From an optimization exercise on the open Yosys and OpenROAD flow, aimed at small area, a short achievable clock period and few clock cycles; shortcuts taken in it are not production practice. Only simulation tests tie the RTL to the original design; equivalence was not proved. Power is estimated from default activity; no workload was simulated.

$ cat design/flow/run.sh
#!/bin/bash
# synth_recipe.tcl (not shown) runs the flow's synth.tcl, then flattens the netlist and writes it again
# the make line also repeats each setting of config.mk as NAME=value (left out here)
make -C /OpenROAD-flow-scripts/flow DESIGN_CONFIG=/design/flow/config.mk WORK_HOME=/design/flow/orfs CLKGATE_MAP_FILE= SYNTH_SCRIPT=/design/flow/synth_recipe.tcl finish
$ cat design/flow/config.mk
export PLATFORM = sky130hd
export DESIGN_NAME = circuit
export DESIGN_NICKNAME = circuit
export VERILOG_FILES = /design/flow/design.v
export SDC_FILE = /design/flow/constraint.sdc
export NUM_CORES = 4
export LEC_CHECK = 0
export CAP_MARGIN = 20
export CORE_MARGIN = 2
export CORE_UTILIZATION = 40
export PLACE_DENSITY = 0.6
export SLEW_MARGIN = 20
$ cat design/flow/constraint.sdc
create_clock -name core_clock -period 10.0 [get_ports {clk}]
set_input_delay 2.0000 -clock core_clock [delete_from_list [all_inputs] [get_ports {clk}]]
set_output_delay 2.0000 -clock core_clock [all_outputs]
set_load 0.01 [all_outputs]
$ cat design/flow/design.v
module memory( input logic rd, wr, clk, input logic [7:0] rdaddr, wraddr,
              input logic [7:0] in, output logic [7:0] out
);
  logic [7:0] mem [0:255];
  assign out = mem[rdaddr];
  always_ff @(posedge clk) if (wr) mem[wraddr] <= in;
endmodule
module interpreter(input clk, nrst, in_valid,out_ack,start,input logic [7:0] in_data,
output logic in_ack, out_valid, ready, output logic [7:0] out_data);
const logic [2:0] READY = 0, ZERO = 1, WORK = 2, WRITE = 3, 
READ = 4, RIGHT = 5, LEFT = 6;
const logic [7:0] PLUS = 8'h2b, MINUS = 8'h2d, BRC_L = 8'h5b,
BRC_R = 8'h5d, SHIFT_L = 8'h3c, SHIFT_R = 8'h3e, DOT = 8'h2e,
COMMA = 8'h2c, EOF = 8'h00;
logic [2:0] state;
logic [7:0] program_counter,head,op,value,c,data;
logic we_code,we_tape;
always_comb begin
  out_valid = state == WRITE;
  in_ack = state == READ || in_valid && state == READY && !start;
  we_code = in_valid && state == READY && !start;
  we_tape = (state == WORK && (op == PLUS || op == MINUS)) 
  || state == READ || state == ZERO || state == READY && start;
  data = state == READ ? in_data : 
  state == WORK && op == PLUS ? value + 1 :
  state == WORK && op == MINUS ? value - 1 : 0;
end
memory code(1'b1,we_code,clk,program_counter,program_counter,in_data,op);
memory tape(1'b1,we_tape,clk,head,head,data,value);
always_ff @(posedge clk or negedge nrst)
if(!nrst) begin 
  state <= READY;
  program_counter <= 0;
  head <= 0;
  ready <= 1;
end else case(state)
READY: if (start && ready) begin
  state <= ZERO;
  head <= head + 1;
  program_counter <= 0;
  ready <= 0;
end else if(in_valid) program_counter <= program_counter + 1;
ZERO: if(head == 255) begin 
  state <= WORK;
  head <= 0;
end else begin 
  head <= head + 1;
end
WORK: begin 
  case(op)
  SHIFT_L: begin head <= head - 1; program_counter <= program_counter + 1; end
  SHIFT_R: begin head <= head + 1; program_counter <= program_counter + 1; end
  DOT: state <= WRITE;
  COMMA: state <= READ;
  BRC_L: if(value != 0) program_counter <= program_counter + 1;
  else begin program_counter <= program_counter + 1; state <= RIGHT; c <= 0;end
  BRC_R: if(value != 0) begin program_counter <= program_counter - 1; state <= LEFT; c <= 0;end
  else program_counter <= program_counter + 1;
  EOF: begin program_counter <= 0; head <= 0; state <= READY; ready <= 1; end
  PLUS: program_counter <= program_counter + 1;
  MINUS: program_counter <= program_counter + 1;
  default: begin program_counter <= 0; head <= 0; state <= READY; ready <= 1; end
  endcase
end
WRITE: if(out_ack) begin program_counter <= program_counter + 1; state <= WORK; end
READ: if(in_valid) begin program_counter <= program_counter + 1; state <= WORK; end
RIGHT: begin 
  case(op)
  BRC_L: begin c <= c + 1; program_counter <= program_counter + 1; end
  BRC_R: if(c > 0) begin c <= c - 1; program_counter <= program_counter + 1; end
  else  begin program_counter <= program_counter + 1; state <= WORK; end
  default: program_counter <= program_counter + 1;
  endcase
end
LEFT: begin 
  case (op)
    BRC_R: begin c <= c + 1; program_counter <= program_counter - 1; end
    BRC_L: if(c > 0) begin c <= c - 1; program_counter <= program_counter - 1; end
    else begin program_counter <= program_counter + 1; state <= WORK; end
    default: program_counter <= program_counter - 1;
  endcase
end
endcase
  assign out_data = value;
endmodule
module circuit(input clk, nrst, in_valid,out_ack,start,input logic [7:0] in_data,
output in_ack, out_valid, ready, output logic [7:0] out_data);
interpreter brainfk(clk,nrst,in_valid,out_ack,start,in_data,in_ack,out_valid,ready,out_data);
endmodule
==> results.toml <==
[power]
netSwitchingFraction = 0.340
power_frac_comb = 0.312
p_leak_nw = 55.8
p_per_area_mw_per_mm2 = 296
p_sw_w = 0.0183
seqPwrFrac = 0.415
p_int_w = 0.0356
peakVddDrop_v = 0.000997
clockPowerShare = 0.273

[global_routing]
grt_pass1_vias = 82700
antenna_found_initial = 18
grt_pass1_wl_um = 647000
grt_use_total = 0.221
grt_max_degree = 174
grt_overflow = 0

[die]
die_w_um = 642
rows = 234
die_h_um = 642
initial_core_util = 0.401
core_mm2 = 0.406
io-pin-count = 24
dieArea_mm2 = 0.412

[synthesis]
synth_common_cells = "edfxtp_1 (4104), mux4_2 (944), nor2_1 (579), mux2i_1 (339), a22oi_1 (337)"
synth_area_leader_cell = "edfxtp_1"
async_flop_share = 0.00485
synth_area_mm2 = 0.163
synth_nets = 7961
ys_seq_area_frac = 0.761
postSynthAreaPerCell_um2 = 20.5
synth-seq-cells = 4124
synthCells = 7933
ys_warn_count = 2
synthDistinctLibCells = 93
synthFlopType = "edfxtp_1"
synth.most_common_cell = "edfxtp_1"
synth_top_area_share = 0.758
yosys-top-cells-area = "edfxtp_1 (76%), mux4_2 (13%), mux2i_1 (2.1%)"
synth_edf_count = 4104

[sta]
fin_worst_skew_ps = 54.8
layout_min_cycle_time_ps = 8820
slew_violations = 0
setup_tns_ps = 0
worst_pin_slew_ps = 1310
hold_viol = 0
rsz0062_at_grt = "no"
postLayoutSetupSlackWorst_ps = 1180
fin_crit_sh = 0.882
fmax_mhz = 113
setup_viol = 0
hold_slack_ps = 578
max_slew_margin = 0.119

[clocking]
cts_resized = 0
clkTransAtPathRegs_ps = 70
cts.path.max_buffers = 4
postCtsSetupBuffers = 0
cts_hold_buf = 0
cts-htree-levels = 5
cts_tree = "done"
cts.sinks = 4124
cts_root_buf = "clkbuf_16"
cts_made_buffers = 392
clk-insertion-delay-late_ps = 950

[cells_and_area]
multi_input_area_mm2 = 0.0365
area_growth_pct = 11.9
n_fill_cell = 33800
seq_area_mm2 = 0.124
drive_gt1_frac = 0.223
nets = 8103

[place]
dp_hpwl_um = 286000
place_ws_ps = 2010
routabilityCongestion = 0.930
portBuffers = 23

[worst_hold_path]
holdPathStages = 2
holdCritPathClass = "register to register"

[drt]
drc_errors = 0
dr.pass1.iters = 6
drt_wl_total_um = 460000
postRouteAntennaNets = 0
wl_per_cell_um = 33.3
drt_iter0_markers = 11000
via_count = 83300
avgViaCountPerCell = 6.02

[critical_path]
critical_path_class = "register to output pin"
crit_cells = 8
required_ps = 8000
critPathSlowestCell = "nor4b_1"
crit_fanout = 24
worstRegToRegCells = 14
cp.arrival_ps = 6820
endpoint_kind = "output pin"
path_cells = "buf_4 -> mux4_2 -> mux2i_1 -> o32ai_1 -> a211o_1 -> nor4b_1 -> nand4_1 -> clkdlybuf4s50_1"
cp-start-kind = "register"
cp_top_family = "simple AND/OR/NAND/NOR gates"
crit_buf_inv = 2
cp_slowest_stage_delay_ps = 1040

[run_status]
status = "no timing/DRC/antenna violations"

[flow_run]
maxCapViolations = 0
## final cells by class
cell class              count  share of cell area
flip-flops and latches   4124               0.680
diodes                      8            0.000110
multi-input cells        3276               0.200
inverters                  31            0.000667
clock buffers             471              0.0562
clock inverters           236              0.0120
well taps                5428              0.0373
repair buffers            250              0.0131
## worst paths after layout
check                                           start                          to  slack (ps)
max in group asynchronous                        nrst  brainfk.program_counter[4]        8090
min                                     brainfk.ready               brainfk.ready         580
min in group asynchronous                        nrst             brainfk.head[7]        1510
min reg2reg                             brainfk.ready               brainfk.ready         580
max reg2reg                brainfk.program_counter[0]    brainfk.tape.mem[110][7]        1840
max                                   brainfk.head[0]                 out_data[7]        1180
## cell usage in the layout (no fill, tap or decap), drive strengths merged, types with 10 or more instances in the layout
cell type | Yosys | final
a32oi | 11 | 11
o211ai | 17 | 17
nor2 | 609 | 609
mux2i | 339 | 339
nor2b | 25 | 25
or3 | 10 | 10
a221oi | 28 | 28
xor2 | 11 | 11
xnor2 | 11 | 11
nand2 | 191 | 191
o22ai | 20 | 20
a31oi | 15 | 15
nor3 | 31 | 31
bufinv | 0 | 38
a22oi | 337 | 337
nand4 | 36 | 36
a21oi | 157 | 157
or4 | 15 | 15
a41oi | 12 | 12
mux2 | 17 | 17
nand2b | 35 | 35
clkdlybuf4s50 | 0 | 15
edfxtp | 4104 | 4104
o21ai | 57 | 57
mux4 | 945 | 945
or2 | 10 | 10
clkinv | 2 | 179
clkbuf | 212 | 479
and3 | 17 | 17
nor4 | 30 | 30
nand3 | 90 | 90
dfrtp | 19 | 19
a22o | 24 | 24
and2 | 16 | 16
a211oi | 23 | 23
ha | 15 | 15
buf | 290 | 227
inv | 29 | 45
## worst reg2reg max path: stages, from the launching register on
cell	delay (ps)
dfrtp_4	820
buf_16	290
buf_4	400
mux4_2	530
a22oi_1	290
a21oi_1	170
nor4_1	1110
o22ai_1	380
a211oi_2	310
nand4_1	520
nor4_2	920
inv_1	280
o22ai_1	290
a21o_4	710
buf_4	790
## power groups by stage
stage               registers [W]  clock network (W)  logic, W
global route               0.0224             0.0155    0.0175
floorplan                  0.0229                  0   0.00962
global placement           0.0227                  0    0.0165
CTS                        0.0223             0.0148    0.0168
detailed placement         0.0227                  0    0.0168
finish                     0.0224             0.0147    0.0168
## per-layer routing
metal	track usage	wire, um	up-vias
met5	0	69	-
met4	0.0940	22500	12
met3	0.0436	42500	955
met2	0.350	217000	4650
met1	0.298	178000	44300
li1	-	-	33300
## per-stage QoR
stage                     instances  power, W  cell area (um2)  utilization
final                         13800    0.0539           182000        0.449
after global routing          13800    0.0553           182000        0.449
after CTS                     13800    0.0539           182000        0.449
after detailed placement      13100    0.0395           169000        0.418
after global placement        13100    0.0392           169000        0.418
after floorplan                7933    0.0326           163000            -
## kinds of logic (layout without fill, tap and decap cells)
family	after synthesis	after routing	share of synthesized area
buf+inv	533	988	0.0170
compound gates	782	782	0.0341
simple gates	1156	1156	0.0329
mux	1301	1301	0.153
flops	4124	4124	0.761
other cells	0	8	0
xor+xnor	22	22	0.00118
fa+ha+maj	15	15	0.00115
## registers in the layout, indices dropped and copies added, names as in the netlist
| register | flops |
|---|---|
| brainfk.code.mem | 2048 |
| brainfk.head | 8 |
| brainfk.state | 3 |
| brainfk.c | 8 |
| brainfk.ready | 1 |
| brainfk.program_counter | 8 |
| brainfk.tape.mem | 2048 |
Testbench counts, summed over its fixed seeds: cycles 1,483,687.

[what the ideal ports hide]
Ports are ideal in the flow. The routed layout listed here was re-timed in OpenROAD.
Step 1 sets driving cells, clkbuf_16 on the clock port and buf_2 on the other inputs (assumed; they add their load-dependent delay and slew).
Step 2 also shifts input and output timing later by t, the mid clock arrival at the registers, as if the neighbouring blocks saw the same clock.
Slacks: no drivers / after step 1 / after step 2; pairs: no drivers / after step 1.
t (ns): 1.038
setup WS [ns]: 1.182 / 1.067 / 1.844
worst register clock-pin slew, ns: 0.07 / 0.07
worst data-port slew with drivers (ns): 0.17
cell pins on the clock port's net: 1
After both steps setup and hold are still met in this run. For this run, drivers alone change the setup slack by -0.115 ns; drivers and shift together by +0.662 ns.
